This is an optimization exercise on Yosys and OpenROAD, whose aim is small area, not a production implementation. The RTL was checked by simulation tests, not by an equivalence proof against the original design. Power is estimated from default activity; no workload was simulated.

==> flow/design.v (excerpt) <==
module PharmacyMem(
    input [4:0] studentID ,
    input clk,
    input [1:0] mode ,  
    input [7:0] checkInTime,
    output reg [4:0] listOutput,
    output reg listBusy ,
    output reg ready,
    input rst  
	);
For scale: about 1500 cells after synthesis, about 150 flip-flops, about 24 I/O pins, roughly 0.011 sq mm of cells after synthesis.
==> flow/config.mk <==
export PLATFORM = sky130hd
export DESIGN_NAME = PharmacyMem
export DESIGN_NICKNAME = PharmacyMem
export VERILOG_FILES = /design/flow/design.v
export SDC_FILE = /design/flow/constraint.sdc
export NUM_CORES = 4
export LEC_CHECK = 0
export ABC_AREA = 1
export CAP_MARGIN = 20
export CORE_MARGIN = 2
export CORE_UTILIZATION = 40
export GPL_TIMING_DRIVEN = 0
export SETUP_SLACK_MARGIN = 0.2
export SLEW_MARGIN = 20
==> flow/constraint.sdc <==
create_clock -name core_clock -period 11.0 [get_ports {clk}]
set_input_delay 2.2000 -clock core_clock [delete_from_list [all_inputs] [get_ports {clk}]]
set_output_delay 2.2000 -clock core_clock [all_outputs]
set_load 0.01 [all_outputs]
standard.sh (not shown) runs the stock make flow with config.mk's settings and CLKGATE_MAP_FILE= SYNTH_SCRIPT=/design/flow/synth_recipe.tcl, a recipe that flattens the netlist after the stock synthesis.
==> flow/flow/run.sh <==
#!/bin/bash
# Own layout flow: the standard ORFS layout (standard.sh, run whole), with
# these changes passed as make variables:
#  - Yosys's ABC step maps the logic with the area-oriented script in
#    flow/abc_area.script (a copy of ORFS's scripts folder holds it);
#  - the port buffers are buf_2 cells;
#  - clock tree synthesis uses clkbuf_8 buffers, clusters of up to 20 sinks
#    and no dummy loads.
# make's output goes to flow_make.log; ORFS writes each step's log under orfs/logs.
set -euo pipefail
work=$(pwd)
rm -rf "$work/scripts_abc"
cp -r "$FLOW_HOME/scripts" "$work/scripts_abc"
cp "$work/flow/abc_area.script" "$work/scripts_abc/abc_area.script"
cp "$work/flow/abc_area.script" "$work/scripts_abc/abc_speed.script"
extra="SCRIPTS_DIR=$work/scripts_abc"
extra+=' BUFFER_PORTS_ARGS="-buffer_cell sky130_fd_sc_hd__buf_2"'
extra+=' CTS_ARGS="-sink_clustering_enable -repair_clock_nets -buf_list sky130_fd_sc_hd__clkbuf_8 -sink_clustering_size 20 -dont_use_dummy_load"'
while IFS= read -r line; do
  if [[ $line == "make -C "* ]]; then
    printf 'make %s %s\n' "$extra" "${line#make }"
  else
    printf '%s\n' "$line"
  fi
done < standard.sh > standard_own.sh
grep -q "^make SCRIPTS_DIR=" standard_own.sh
bash standard_own.sh > "$work/flow_make.log" 2>&1
==> flow/flow/abc_area.script <==
strash
dch
amap -m -F 3 -A 8 -C 1000
strash
dch
amap -m -F 3 -A 8 -C 1000
strash
dch
amap -m -F 3 -A 8 -C 1000
strash
dch
amap -m -F 3 -A 8 -C 1000
strash
dch
amap -m -F 3 -A 8 -C 1000
strash
dch
amap -m -F 3 -A 8 -C 1000
strash
dch
amap -m -F 3 -A 8 -C 1000
strash
dch
amap -m -F 3 -A 8 -C 1000
strash
dch
amap -m -F 3 -A 8 -C 1000
strash
dch
amap -m -F 3 -A 8 -C 1000
strash
dch
amap -m -F 3 -A 8 -C 1000
strash
dch
amap -m -F 3 -A 8 -C 1000
topo
stime -c
upsize -c
dnsize -c
The first run finished clean.
Rerun with:
==> flow/flow/abc_area.script (replaced) <==
strash
dch
amap -m -F 3 -A 8 -C 1000
strash
dch
amap -m -F 3 -A 8 -C 1000
strash
dch
amap -m -F 3 -A 8 -C 1000
strash
dch
amap -m -F 3 -A 8 -C 1000
strash
dch
amap -m -F 3 -A 8 -C 1000
strash
dch
amap -m -F 3 -A 8 -C 1000
strash
dch
amap -m -F 3 -A 8 -C 1000
topo
stime -c
buffer -c
upsize -c
dnsize -c
- CORE_UTILIZATION: 40 -> 60
- SETUP_SLACK_MARGIN: 0.2 -> 0
What happened: Combinational power hardly moves; sequential share of layout area goes up by 0.68 points; wire length goes up slightly.

---

Setup of wip/umber:
PharmacyMem again, from the RTL that the note above started with.
export LEC_CHECK = 0
export ABC_AREA = 1
export CAP_MARGIN = 20
export CORE_MARGIN = 2
export CORE_UTILIZATION = 40
export GPL_TIMING_DRIVEN = 0
export SETUP_SLACK_MARGIN = 0.2
export SLEW_MARGIN = 20
create_clock -name core_clock -period 11.0 [get_ports {clk}]
==> flow/flow/abc_area.script <==
strash
dch
amap -m -F 3 -A 8 -C 1000
strash
dch
amap -m -F 3 -A 8 -C 1000
strash
dch
amap -m -F 3 -A 8 -C 1000
strash
dch
amap -m -F 3 -A 8 -C 1000
strash
dch
amap -m -F 3 -A 8 -C 1000
strash
dch
amap -m -F 3 -A 8 -C 1000
strash
dch
amap -m -F 3 -A 8 -C 1000
strash
dch
amap -m -F 3 -A 8 -C 1000
strash
dch
amap -m -F 3 -A 8 -C 1000
strash
dch
amap -m -F 3 -A 8 -C 1000
strash
dch
amap -m -F 3 -A 8 -C 1000
strash
dch
amap -m -F 3 -A 8 -C 1000
topo
Scripts as last shown in full above: flow/flow/run.sh
Looking at the reports, wip/umber completed the entire flow and the layout it produced met the timing, design-rule and antenna checks.
For wip/raven, these inputs were changed with respect to wip/umber:
--- a/flow/flow/run.sh
+++ b/flow/flow/run.sh
@@ -6,3 +6,3 @@
 #  - the port buffers are buf_2 cells;
-#  - clock tree synthesis uses clkbuf_8 buffers, clusters of up to 20 sinks
+#  - clock tree synthesis uses clkbuf_8 buffers, clusters of up to 40 sinks
 #    and no dummy loads.
@@ -17,3 +17,3 @@
 extra+=' BUFFER_PORTS_ARGS="-buffer_cell sky130_fd_sc_hd__buf_2"'
-extra+=' CTS_ARGS="-sink_clustering_enable -repair_clock_nets -buf_list sky130_fd_sc_hd__clkbuf_8 -sink_clustering_size 20 -dont_use_dummy_load"'
+extra+=' CTS_ARGS="-sink_clustering_enable -repair_clock_nets -buf_list sky130_fd_sc_hd__clkbuf_8 -sink_clustering_size 40 -dont_use_dummy_load"'
 while IFS= read -r line; do
--- a/flow/flow/abc_area.script
+++ b/flow/flow/abc_area.script
@@ -37 +37,5 @@
 topo
+stime -c
+buffer -c
+upsize -c
+dnsize -c
==> notes.md <==
Comparing wip/raven and wip/umber, the higher worst setup slack was measured on wip/raven.
Sort wip/raven and wip/umber by final non-filler cell total desc -> top: wip/raven
~same sequential cell count in wip/raven and wip/umber
wip/raven went all the way through synthesis, placement and routing and the layout is clean on timing, DRC and antenna.
wip/umber -> wip/raven: post-route cell area decreased slightly
Input-level comparison between wip/indigo and wip/raven:
--- a/flow/flow/run.sh
+++ b/flow/flow/run.sh
@@ -6,3 +6,3 @@
 #  - the port buffers are buf_2 cells;
-#  - clock tree synthesis uses clkbuf_8 buffers, clusters of up to 40 sinks
+#  - clock tree synthesis uses clkbuf_8 buffers, clusters of up to 20 sinks
 #    and no dummy loads.
@@ -17,3 +17,3 @@
 extra+=' BUFFER_PORTS_ARGS="-buffer_cell sky130_fd_sc_hd__buf_2"'
-extra+=' CTS_ARGS="-sink_clustering_enable -repair_clock_nets -buf_list sky130_fd_sc_hd__clkbuf_8 -sink_clustering_size 40 -dont_use_dummy_load"'
+extra+=' CTS_ARGS="-sink_clustering_enable -repair_clock_nets -buf_list sky130_fd_sc_hd__clkbuf_8 -sink_clustering_size 20 -dont_use_dummy_load"'
 while IFS= read -r line; do
--- a/flow/flow/abc_area.script
+++ b/flow/flow/abc_area.script
@@ -1,16 +1 @@
-strash
-dch
-amap -m -F 3 -A 8 -C 1000
-strash
-dch
-amap -m -F 3 -A 8 -C 1000
-strash
-dch
-amap -m -F 3 -A 8 -C 1000
-strash
-dch
-amap -m -F 3 -A 8 -C 1000
-strash
-dch
-amap -m -F 3 -A 8 -C 1000
 strash
[summary]
wip/raven → wip/indigo: final instance area climbed 0.84%, die area climbed 0.84%, synthesized cell count barely changed, count of clock-buffer cells in the layout barely changed.
[compare] base=wip/raven new=wip/indigo: number of port buffers fell by 2, die height rose by 0.42%.
wip/indigo has completed all stages; timing, DRC and antenna checks passed.
Period utilization, wip/indigo and wip/raven, higher one = wip/indigo.
Core utilization of the finished layout: wip/raven vs wip/indigo, no meaningful difference
Diff wip/raven -> wip/indigo | smallest setup slack after layout | decrease of 0.030 ns
Combinational power: wip/indigo vs wip/raven, no meaningful difference

---

Another version of the RTL of PharmacyMem (not shown whole).
Size: about 1,800 cells after synthesis, about 150 flip-flops, roughly 24 I/O pins, roughly 12,000 sq um of cells after synthesis.
Design PharmacyMem, start of the top module:
module PharmacyMem(
    input [4:0] studentID ,
    input clk,
    input [1:0] mode ,  
    input [7:0] checkInTime,
    output reg [4:0] listOutput,
    output reg listBusy ,
    output reg ready,
    input rst  
	);
export LEC_CHECK = 0
export ABC_AREA = 1
export CAP_MARGIN = 20
export CORE_MARGIN = 2
export CORE_UTILIZATION = 40
export SETUP_SLACK_MARGIN = 0.2
export SLEW_MARGIN = 20
create_clock -name core_clock -period 11.0 [get_ports {clk}]
==> flow/flow/run.sh <==
#!/bin/bash
# Standard ORFS layout (standard.sh), with one change: Yosys's ABC step maps
# the logic with the area-oriented script in flow/abc_area.script.
set -euo pipefail
work=$(pwd)
rm -rf "$work/scripts_abc"
cp -r "$FLOW_HOME/scripts" "$work/scripts_abc"
cp "$work/flow/abc_area.script" "$work/scripts_abc/abc_area.script"
cp "$work/flow/abc_area.script" "$work/scripts_abc/abc_speed.script"
sed "s#^make -C #make SCRIPTS_DIR=$work/scripts_abc -C #" standard.sh > standard_abc.sh
grep -q "SCRIPTS_DIR=" standard_abc.sh
bash standard_abc.sh > "$work/flow_make.log" 2>&1
==> flow/flow/abc_area.script <==
strash
dch
amap -m
topo
The baseline passed the timing, design-rule and antenna checks.
Next try:
==> flow/run.sh (new file) <==
#!/bin/bash
# synth_recipe.tcl (not shown) runs the flow's synth.tcl, then flattens the netlist and writes it again
# the make line also repeats each setting of config.mk as NAME=value (left out here)
make -C /OpenROAD-flow-scripts/flow DESIGN_CONFIG=/design/flow/config.mk WORK_HOME=/design/flow/orfs CLKGATE_MAP_FILE= SYNTH_SCRIPT=/design/flow/synth_recipe.tcl finish
GPL_TIMING_DRIVEN = 0   (was unset)
SETUP_SLACK_MARGIN = 0   (was 0.2)
removed: flow/flow/run.sh
removed: flow/flow/abc_area.script
removed: flow/standard.sh
Final area falls by 6.7%.
Wire length rises by 22%.
Clock power came out higher by 4.6%.
Fmax came out higher by 11%.
Utilization falls by 18 points.
Critical path depth is lower by 11.
Final cell count is higher by 26%.
Power fell by 17%.
Synthesized area rose by 31%.
Via count increases by 10%.
Next try:
==> flow/flow/run.sh (new file) <==
#!/bin/bash
# Standard ORFS layout (standard.sh), with one change: Yosys's ABC step maps
# the logic with the area-oriented script in flow/abc_area.script.
set -euo pipefail
work=$(pwd)
rm -rf "$work/scripts_abc"
cp -r "$FLOW_HOME/scripts" "$work/scripts_abc"
cp "$work/flow/abc_area.script" "$work/scripts_abc/abc_area.script"
cp "$work/flow/abc_area.script" "$work/scripts_abc/abc_speed.script"
sed "s#^make -C #make SCRIPTS_DIR=$work/scripts_abc -C #" standard.sh > standard_abc.sh
grep -q "SCRIPTS_DIR=" standard_abc.sh
bash standard_abc.sh > "$work/flow_make.log" 2>&1
==> flow/flow/abc_area.script (new file) <==
strash
dch
amap -m
topo
==> flow/standard.sh (new file) <==
#!/bin/bash
# synth_recipe.tcl (not shown) runs the flow's synth.tcl, then flattens the netlist and writes it again
# the make line also repeats each setting of config.mk as NAME=value (left out here)
make -C /OpenROAD-flow-scripts/flow DESIGN_CONFIG=/design/flow/config.mk WORK_HOME=/design/flow/orfs CLKGATE_MAP_FILE= SYNTH_SCRIPT=/design/flow/synth_recipe.tcl "${@:-finish}"
removed: flow/run.sh
This time the run reached the layout checks and failed them: negative setup slack.
Via count falls by 14%.
Wire length falls by about 25%.
Power went up by about 8%.
Non-clock buffer count grows by 9.
Worst setup slack degrades by 1.7 ns.
Final area goes down by about 3.7%.
Next try:
==> flow/flow/abc_area.script (replaced) <==
strash
dch
amap -m
topo
stime -c
buffer -c
upsize -c
dnsize -c
Now the flow ran to the end with no violations.
Cell area drops by about 5%.
Non-clock buffer count went up by 50.
Hold slack stays flat.
Total power rose by 2.0%.
Fmax rose by 4.6%.

==> what the ideal ports hide <==
No port has a modelled driver above. Below, the same layouts with a new extraction and two added sets of constraints.
Step 1 sets driving cells, clkbuf_16 on the clock port and buf_2 on the other inputs (assumed; they add their load-dependent delay and slew).
Step 2 also shifts input and output timing later by t, the mid clock arrival at the registers, as if the neighbouring blocks saw the same clock.
Three values: no drivers, after step 1, after step 2; two values: the first two.
run	t, ns	slack for setup (ns)	latest minus earliest clock arrival (ns)	cell pins on the clock port's net
the first run of note 1	0.502	0.539 / 0.565 / 0.063	0.033 / 0.034	1
the second run of note 1	0.534	0.373 / 0.397 / -0.138	0.031 / 0.031	1
wip/umber	0.496	0.390 / 0.412 / -0.084	0.040 / 0.040	1
wip/raven	0.512	0.444 / 0.453 / -0.060	0.036 / 0.037	1
wip/indigo	0.523	0.415 / 0.435 / -0.088	0.046 / 0.046	1
the first run of note 3	0.511	0.373 / 0.389 / -0.122	0.016 / 0.016	1
the second run of note 3	0.522	1.423 / 1.436 / 0.914	0.012 / 0.013	1
the third run of note 3	0.512	-0.286 / -0.255 / -0.767	0.014 / 0.015	1
the fourth run of note 3	0.518	0.209 / 0.215 / -0.302	0.017 / 0.017	1
With both steps, setup timing fails in 6 of these runs, where it was met with ideal ports.
